This is an optimization exercise on Yosys and OpenROAD, whose aim is small area, not a production implementation.
Function was checked by simulation only, so behaviour that the tests miss may differ from the original.
Power figures rest on the tool's default switching activity, not on a simulated workload.

==> inputs of 06-17 <==
// TankGame
module TankGame (
    input wire clk,
    input wire reset,
    input wire[7:0] ascii,
    input wire press,
    input wire tick_bullet,
    input wire tick_250ms,
    input wire tick_500ms,
    input wire tick_5s,
    input wire[9:0] pixel_x,
    input wire[9:0] pixel_y,
    output wire[3:0] category,
    output wire[9:0] addr,
    output wire[2:0] tank_direct,
    output wire alive,
    output wire start,
    output wire[15:0] score,
    output wire player_tank
    );
Settings: LEC_CHECK=0, CAP_MARGIN=40, CORE_MARGIN=2, CORE_UTILIZATION=35, SLEW_MARGIN=20; clock period 12.0 ns.
run.sh (not shown) runs the stock make flow with config.mk's settings and CLKGATE_MAP_FILE= SYNTH_SCRIPT=/design/flow/synth_recipe.tcl, a recipe that flattens the netlist after the stock synthesis.
==> inputs of 01-12, as changes to 06-17 <==
--- a/flow/design.v
+++ b/flow/design.v
@@ -245,18 +245,10 @@
 end
 wire[9:0] tptr_oh = dec10(tanks_ptr);
 wire[5:0] c_x = sel6(tx, tptr_oh);
 wire[5:0] c_y = sel6(ty, tptr_oh);
 wire[1:0] c_d = sel2(td, tptr_oh);
-wire[3:0] c_xh1 = c_x[5:2] + 4'd1;
-wire[3:0] c_yh1 = c_y[5:2] + 4'd1;
-wire[3:0] t0_xh1 = t0x[5:2] + 4'd1;
-wire[3:0] t0_yh1 = t0y[5:2] + 4'd1;
-wire[7:0] c_xm = wmask(c_x[1:0]);
-wire[7:0] c_ym = wmask(c_y[1:0]);
-wire[7:0] t0_xm = wmask(t0x[1:0]);
-wire[7:0] t0_ym = wmask(t0y[1:0]);
 wire[3:0] t_last = n_tanks - 4'd1;
 wire[9:0] tlast_oh = dec10(t_last);
 wire[5:0] l_x = sel6(tx, tlast_oh);
 wire[5:0] l_y = sel6(ty, tlast_oh);
 wire[1:0] l_d = sel2(td, tlast_oh);
@@ -264,12 +256,17 @@
 generate
     for (g = 0; g < 10; g = g + 1) begin : hc
         wire[5:0] sx = bx[6*g +: 6];
         wire[5:0] sy = by[6*g +: 6];
         wire v = (g < n_bullets);
-        assign hit_e[g] = v & bp[g] & in3(sx, c_x[5:2], c_xh1, c_xm) & in3(sy, c_y[5:2], c_yh1, c_ym);
-        assign hit_p[g] = v & ~bp[g] & in3(sx, t0x[5:2], t0_xh1, t0_xm) & in3(sy, t0y[5:2], t0_yh1, t0_ym);
+        wire[5:0] px_ = bp[g] ? c_x : t0x;
+        wire[5:0] py_ = bp[g] ? c_y : t0y;
+        wire[3:0] pxh1 = px_[5:2] + 4'd1;
+        wire[3:0] pyh1 = py_[5:2] + 4'd1;
+        wire h = v & in3(sx, px_[5:2], pxh1, wmask(px_[1:0])) & in3(sy, py_[5:2], pyh1, wmask(py_[1:0]));
+        assign hit_e[g] = h & bp[g];
+        assign hit_p[g] = h & ~bp[g];
     end
 endgenerate
 wire spawn = clk5s_edge & (n_tanks < 4'd10);
 wire t_pass = clk250_edge | tanks_go;
 wire t_act = t_pass & (tanks_ptr != n_tanks);
@@ -318,29 +315,33 @@
             ty[5:0] <= p_y;
             td[1:0] <= direct;
         end
     end
 end
-always @(posedge clk) begin
-    if (start) begin
-        for (i = 1; i < 10; i = i + 1) begin
-            if (t_act && tanks_ptr == i) begin
-                tx[6*i +: 6] <= pw_x;
-                ty[6*i +: 6] <= pw_y;
-            end
-            else if (spawn && n_tanks == i) begin
-                tx[6*i +: 6] <= sp;
-                ty[6*i +: 6] <= sp;
-            end
-            if ((turn_act && tanks_p == i) || (spawn && n_tanks == i))
-                td[2*i +: 2] <= random_direct;
-            else if (t_act && tanks_ptr == i)
-                td[2*i +: 2] <= pw_d;
-        end
+reg[59:0] tx_n, ty_n;
+reg[19:0] td_n;
+reg sa, sb, sc, sd;
+always @(*) begin
+    tx_n = tx;
+    ty_n = ty;
+    td_n = td;
+    for (i = 1; i < 10; i = i + 1) begin
+        sa = start & t_act & (tanks_ptr == i);
+        sb = start & spawn & (n_tanks == i) & ~sa;
+        tx_n[6*i +: 6] = ({6{sa}} & pw_x) | ({6{sb}} & sp) | ({6{~sa & ~sb}} & tx[6*i +: 6]);
+        ty_n[6*i +: 6] = ({6{sa}} & pw_y) | ({6{sb}} & sp) | ({6{~sa & ~sb}} & ty[6*i +: 6]);
+        sc = start & ((turn_act & (tanks_p == i)) | (spawn & (n_tanks == i)));
+        sd = start & t_act & (tanks_ptr == i) & ~sc;
+        td_n[2*i +: 2] = ({2{sc}} & random_direct) | ({2{sd}} & pw_d) | ({2{~sc & ~sd}} & td[2*i +: 2]);
     end
 end
 always @(posedge clk) begin
+    tx[59:6] <= tx_n[59:6];
+    ty[59:6] <= ty_n[59:6];
+    td[19:2] <= td_n[19:2];
+end
+always @(posedge clk) begin
     if (reset) begin
         n_tanks <= 4'd1;
         tanks_ptr <= 4'd1;
         tanks_go <= 1'b0;
         tanks_p <= 4'd1;
ABC_AREA = 1   (was not set)
CAP_MARGIN = 25   (was 40)
CORE_UTILIZATION = 45   (was 35)
CTS_CLUSTER_DIAMETER = 80   (was not set)
CTS_CLUSTER_SIZE = 24   (was not set)
==> inputs of 05-10, as changes to 06-17 <==
--- a/flow/design.v
+++ b/flow/design.v
@@ -49,48 +49,58 @@
     );
 localparam LEFT = 2'd0;
 localparam RIGHT = 2'd1;
 localparam UP = 2'd2;
 localparam DOWN = 2'd3;
-function [9:0] dec10(input [3:0] i);
-    integer n;
-    begin
-        for (n = 0; n < 8; n = n + 1)
-            dec10[n] = ~i[3] & (i[2:0] == n);
-        dec10[8] = i[3] & ~i[0];
-        dec10[9] = i[3] & i[0];
-    end
-endfunction
-function [5:0] sel6(input [59:0] v, input [9:0] oh);
-    integer n;
-    begin
-        sel6 = 6'd0;
-        for (n = 0; n < 10; n = n + 1)
-            sel6 = sel6 | (v[6*n +: 6] & {6{oh[n]}});
-    end
-endfunction
-function [1:0] sel2(input [19:0] v, input [9:0] oh);
-    integer n;
-    begin
-        sel2 = 2'd0;
-        for (n = 0; n < 10; n = n + 1)
-            sel2 = sel2 | (v[2*n +: 2] & {2{oh[n]}});
-    end
+function [5:0] sel6(input [59:0] v, input [3:0] i);
+    case (i[3] ? {3'b100, i[0]} : {1'b0, i[2:0]})
+        4'd0: sel6 = v[5:0];
+        4'd1: sel6 = v[11:6];
+        4'd2: sel6 = v[17:12];
+        4'd3: sel6 = v[23:18];
+        4'd4: sel6 = v[29:24];
+        4'd5: sel6 = v[35:30];
+        4'd6: sel6 = v[41:36];
+        4'd7: sel6 = v[47:42];
+        4'd8: sel6 = v[53:48];
+        default: sel6 = v[59:54];
+    endcase
 endfunction
-function sel1(input [9:0] v, input [9:0] oh);
-    sel1 = |(v & oh);
+function [1:0] sel2(input [19:0] v, input [3:0] i);
+    case (i[3] ? {3'b100, i[0]} : {1'b0, i[2:0]})
+        4'd0: sel2 = v[1:0];
+        4'd1: sel2 = v[3:2];
+        4'd2: sel2 = v[5:4];
+        4'd3: sel2 = v[7:6];
+        4'd4: sel2 = v[9:8];
+        4'd5: sel2 = v[11:10];
+        4'd6: sel2 = v[13:12];
+        4'd7: sel2 = v[15:14];
+        4'd8: sel2 = v[17:16];
+        default: sel2 = v[19:18];
+    endcase
 endfunction
-function [7:0] wmask(input [1:0] bl);
-    case (bl)
-        2'd0: wmask = {4'b0000, 4'b0111};
-        2'd1: wmask = {4'b0000, 4'b1110};
-        2'd2: wmask = {4'b0001, 4'b1100};
-        default: wmask = {4'b0011, 4'b1000};
+function sel1(input [9:0] v, input [3:0] i);
+    case (i[3] ? {3'b100, i[0]} : {1'b0, i[2:0]})
+        4'd0: sel1 = v[0];
+        4'd1: sel1 = v[1];
+        4'd2: sel1 = v[2];
+        4'd3: sel1 = v[3];
+        4'd4: sel1 = v[4];
+        4'd5: sel1 = v[5];
+        4'd6: sel1 = v[6];
+        4'd7: sel1 = v[7];
+        4'd8: sel1 = v[8];
+        default: sel1 = v[9];
     endcase
 endfunction
-function in3(input [5:0] a, input [3:0] bh, input [3:0] bh1, input [7:0] m);
-    in3 = ((a[5:2] == bh) & m[a[1:0]]) | ((a[5:2] == bh1) & m[4 + a[1:0]]);
+function in3(input [5:0] a, input [5:0] b);
+    reg [5:0] d;
+    begin
+        d = a - b;
+        in3 = (d[5:2] == 4'd0) & ~(d[1] & d[0]);
+    end
 endfunction
 reg[4:0] random_pos;
 always @(posedge clk) begin
     if (reset)
         random_pos <= 5'd0;
@@ -148,11 +158,11 @@
 wire b_room = (n_bullets < 4'd10);
 wire pl_shoot = shoot_edge & b_room;
 wire b_pass = ~pl_shoot & (clkbullet_edge | bullets_go);
 wire en_shoot = ~pl_shoot & ~b_pass & clk250_edge & b_room;
 wire en_fire = en_shoot & (tanks_cnt < n_tanks);
-wire[9:0] s_idx = pl_shoot ? 10'd1 : dec10(tanks_cnt);
+wire[3:0] s_idx = pl_shoot ? 4'd0 : tanks_cnt;
 wire[5:0] s_x = sel6(tx, s_idx);
 wire[5:0] s_y = sel6(ty, s_idx);
 wire[1:0] s_d = sel2(td, s_idx);
 reg[5:0] nb_x, nb_y;
 reg nb_ok;
@@ -173,14 +183,13 @@
         wire[5:0] sy = by[6*g +: 6];
         assign b_out[g] = (sx == 6'd0) | (sx >= 6'd62) | (sy == 6'd0) | (sy >= 6'd47);
     end
 endgenerate
 wire p_act = b_pass & (bullets_ptr < n_bullets);
-wire[9:0] bptr_oh = dec10(bullets_ptr);
-wire p_del = sel1(b_out, bptr_oh);
+wire p_del = sel1(b_out, bullets_ptr);
 wire[3:0] b_last = n_bullets - 4'd1;
-wire[9:0] r_idx = p_del ? dec10(b_last) : bptr_oh;
+wire[3:0] r_idx = p_del ? b_last : bullets_ptr;
 wire[5:0] r_x = sel6(bx, r_idx);
 wire[5:0] r_y = sel6(by, r_idx);
 wire[1:0] r_d = sel2(bd, r_idx);
 wire r_p = sel1(bp, r_idx);
 reg[5:0] m_x, m_y;
@@ -241,35 +250,25 @@
         end
         if (en_shoot)
             tanks_cnt <= (tanks_cnt < n_tanks) ? tanks_cnt + 4'd1 : 4'd1;
     end
 end
-wire[9:0] tptr_oh = dec10(tanks_ptr);
-wire[5:0] c_x = sel6(tx, tptr_oh);
-wire[5:0] c_y = sel6(ty, tptr_oh);
-wire[1:0] c_d = sel2(td, tptr_oh);
-wire[3:0] c_xh1 = c_x[5:2] + 4'd1;
-wire[3:0] c_yh1 = c_y[5:2] + 4'd1;
-wire[3:0] t0_xh1 = t0x[5:2] + 4'd1;
-wire[3:0] t0_yh1 = t0y[5:2] + 4'd1;
-wire[7:0] c_xm = wmask(c_x[1:0]);
-wire[7:0] c_ym = wmask(c_y[1:0]);
-wire[7:0] t0_xm = wmask(t0x[1:0]);
-wire[7:0] t0_ym = wmask(t0y[1:0]);
+wire[5:0] c_x = sel6(tx, tanks_ptr);
+wire[5:0] c_y = sel6(ty, tanks_ptr);
+wire[1:0] c_d = sel2(td, tanks_ptr);
 wire[3:0] t_last = n_tanks - 4'd1;
-wire[9:0] tlast_oh = dec10(t_last);
-wire[5:0] l_x = sel6(tx, tlast_oh);
-wire[5:0] l_y = sel6(ty, tlast_oh);
-wire[1:0] l_d = sel2(td, tlast_oh);
+wire[5:0] l_x = sel6(tx, t_last);
+wire[5:0] l_y = sel6(ty, t_last);
+wire[1:0] l_d = sel2(td, t_last);
 wire[9:0] hit_e, hit_p;
 generate
     for (g = 0; g < 10; g = g + 1) begin : hc
         wire[5:0] sx = bx[6*g +: 6];
         wire[5:0] sy = by[6*g +: 6];
         wire v = (g < n_bullets);
-        assign hit_e[g] = v & bp[g] & in3(sx, c_x[5:2], c_xh1, c_xm) & in3(sy, c_y[5:2], c_yh1, c_ym);
-        assign hit_p[g] = v & ~bp[g] & in3(sx, t0x[5:2], t0_xh1, t0_xm) & in3(sy, t0y[5:2], t0_yh1, t0_ym);
+        assign hit_e[g] = v & bp[g] & in3(sx, c_x) & in3(sy, c_y);
+        assign hit_p[g] = v & ~bp[g] & in3(sx, t0x) & in3(sy, t0y);
     end
 endgenerate
 wire spawn = clk5s_edge & (n_tanks < 4'd10);
 wire t_pass = clk250_edge | tanks_go;
 wire t_act = t_pass & (tanks_ptr != n_tanks);
@@ -396,60 +395,48 @@
                 score[3:0] <= 4'd0;
             end
         end
     end
 end
-wire[9:0] qx10 = pixel_x / 10'd10;
-wire[9:0] qy10 = pixel_y / 10'd10;
-wire[9:0] rx10 = pixel_x % 10'd10;
-wire[9:0] ry10 = pixel_y % 10'd10;
-wire[5:0] qx = (pixel_x >= 10'd630) ? 6'd63 : qx10[5:0];
-wire[5:0] qy = (pixel_y >= 10'd630) ? 6'd63 : qy10[5:0];
-wire[3:0] rx = rx10[3:0];
-wire[3:0] ry = ry10[3:0];
+wire[17:0] px_m = pixel_x * 8'd205;
+wire[17:0] py_m = pixel_y * 8'd205;
+wire[6:0] qx7 = px_m[17:11];
+wire[6:0] qy7 = py_m[17:11];
+wire[5:0] qx = (pixel_x >= 10'd630) ? 6'd63 : qx7[5:0];
+wire[5:0] qy = (pixel_y >= 10'd630) ? 6'd63 : qy7[5:0];
+wire[3:0] rx = pixel_x[3:0] - {qx7[2:0], 1'b0} - {qx7[0], 3'b000};
+wire[3:0] ry = pixel_y[3:0] - {qy7[2:0], 1'b0} - {qy7[0], 3'b000};
 wire wall = (qx <= 6'd61) & (qy <= 6'd46) &
             ((qx == 6'd0) | (qx >= 6'd61) | (qy == 6'd0) | (qy >= 6'd46));
-wire[3:0] qxh1 = qx[5:2] - 4'd1;
-wire[3:0] qyh1 = qy[5:2] - 4'd1;
-function [7:0] qmask(input [1:0] ql);
-    case (ql)
-        2'd0: qmask = {4'b1100, 4'b0001};
-        2'd1: qmask = {4'b1000, 4'b0011};
-        2'd2: qmask = {4'b0000, 4'b0111};
-        default: qmask = {4'b0000, 4'b1110};
-    endcase
-endfunction
-wire[7:0] qxm = qmask(qx[1:0]);
-wire[7:0] qym = qmask(qy[1:0]);
 wire[9:0] b_hit;
 wire[9:0] t_hit;
+wire[19:0] t_dx, t_dy;
 generate
     for (g = 0; g < 10; g = g + 1) begin : pc
-        wire[5:0] ex = tx[6*g +: 6];
-        wire[5:0] ey = ty[6*g +: 6];
-        wire mx = ((qx[5:2] == ex[5:2]) & qxm[ex[1:0]]) | ((qxh1 == ex[5:2]) & qxm[4 + ex[1:0]]);
-        wire my = ((qy[5:2] == ey[5:2]) & qym[ey[1:0]]) | ((qyh1 == ey[5:2]) & qym[4 + ey[1:0]]);
-        assign t_hit[g] = (g < n_tanks) & mx & my;
+        wire[5:0] dx = qx - tx[6*g +: 6];
+        wire[5:0] dy = qy - ty[6*g +: 6];
+        assign t_dx[2*g +: 2] = dx[1:0];
+        assign t_dy[2*g +: 2] = dy[1:0];
+        assign t_hit[g] = (g < n_tanks) & (dx[5:2] == 4'd0) & ~(dx[1] & dx[0]) &
+                          (dy[5:2] == 4'd0) & ~(dy[1] & dy[0]);
         assign b_hit[g] = (g < n_bullets) & (bx[6*g +: 6] == qx) & (by[6*g +: 6] == qy);
     end
 endgenerate
-reg[1:0] w_xl, w_yl, w_dir;
+reg[1:0] w_dx, w_dy, w_dir;
 integer j;
 always @(*) begin
-    w_xl = tx[1:0];
-    w_yl = ty[1:0];
+    w_dx = t_dx[1:0];
+    w_dy = t_dy[1:0];
     w_dir = td[1:0];
     for (j = 1; j < 10; j = j + 1) begin
         if (t_hit[j]) begin
-            w_xl = tx[6*j +: 2];
-            w_yl = ty[6*j +: 2];
+            w_dx = t_dx[2*j +: 2];
+            w_dy = t_dy[2*j +: 2];
             w_dir = td[2*j +: 2];
         end
     end
 end
-wire[1:0] w_dx = qx[1:0] - w_xl;
-wire[1:0] w_dy = qy[1:0] - w_yl;
 wire w_player = ~(|t_hit[9:1]);
 wire[9:0] a_base = {1'b0, ry, 5'd0} - {5'd0, ry, 1'b0} + {6'd0, rx} + 10'd1;
 reg[9:0] a_off;
 always @(*) begin
     case ({w_dy, w_dx})
==> inputs of 08-01, as changes to 06-17 <==
ABC_AREA = 1   (was not set)
CAP_MARGIN = 15   (was 40)
CORE_UTILIZATION = 45   (was 35)
CTS_CLUSTER_DIAMETER = 60   (was not set)
CTS_CLUSTER_SIZE = 16   (was not set)
SLEW_MARGIN = 15   (was 20)
==> results.txt <==
sequential-to-total area share from yosys stat=between 20% and 30%; DR WL/cell=slightly above 30 µm; dpl cells=5583; multi-input combinational cell area=between 20000 and 25000 µm²; status=timing/DRC/antenna clean; slowest cell on the critical path=ha_1; post-layout worst setup margin=approximately 1.1 ns; Initial Util=between 40 and 50%; synthesized netlist cell count=roughly 4600; power density cells=approximately 150 nW/µm²
the above is filed under 01-12

==> results.txt <==
status=timing/DRC/antenna clean; sequential-to-total area share from yosys stat=30.41%; post-layout worst setup margin=roughly 1.1 ns; Setup-failing EPs final=0; multi-input combinational cell area=between 20000 and 25000 µm²; slowest cell on the critical path=clkdlybuf4s50_1; DR WL/cell=approximately 33 µm; Initial Util=45.56%
the above is filed under 08-01

==> results.txt <==
dpl cells=roughly 6400; Initial Util=35.21%; status=timing/DRC/antenna clean; power density cells=180.4 nW/µm²; slowest cell on the critical path=fa_1; synthesized netlist cell count=around 4600; DR WL/cell=around 29 µm; multi-input combinational cell area=just under 30000 µm²; sequential-to-total area share from yosys stat=24.93%
the above is filed under 05-10

==> results.txt <==
status=timing/DRC/antenna clean; power density cells=a little over 100 nW/µm²; synthesized netlist cell count=4209; slowest cell on the critical path=clkdlybuf4s50_1; dpl cells=between 5000 and 6000; hold_buf cts=0; sequential-to-total area share from yosys stat=between 20% and 30%; multi-input combinational cell area=about 24000 µm²; Initial Util=about a third; fmax=about 0.088 GHz; DR WL/cell=around 31 µm
the above is filed under 06-17

==> what the ideal ports hide <==
In the flow no input, the clock included, has a driving cell. The finished layouts below were timed again as built, in two steps. Step 1 (the two cells are an assumption about what drives the block):
set clk [get_ports {clk}]
set_driving_cell -lib_cell sky130_fd_sc_hd__clkbuf_16 $clk
set_driving_cell -lib_cell sky130_fd_sc_hd__buf_2 [delete_from_list [all_inputs] $clk]
Step 2 moves the port delays by t, midway between the first and last clock arrival at a register: inputs arrive t later, outputs are due t later. That takes back most of the time a late clock gives input paths. a / b / c = ideal / step 1 / step 2; a / b = the first two.
| run | shift t [ns] | setup slack, ns | worst register clock-pin slew, ns | cell pins on the clock port's net |
|---|---|---|---|---|
| 06-17 | 0.708 | 0.633 / 0.681 / -0.027 | 0.07 / 0.07 | 1 |
| 01-12 | 0.659 | 1.090 / 1.137 / 0.479 | 0.10 / 0.10 | 1 |
| 05-10 | 0.714 | 0.585 / 0.623 / -0.091 | 0.08 / 0.08 | 1 |
| 08-01 | 0.696 | 1.099 / 1.146 / 0.450 | 0.08 / 0.08 | 1 |
Met with ideal ports but missed after step 2: setup timing in 06-17 and 05-10. For 05-10, which loses most, drivers alone change the setup slack by +0.038 ns; drivers and shift together by -0.676 ns.
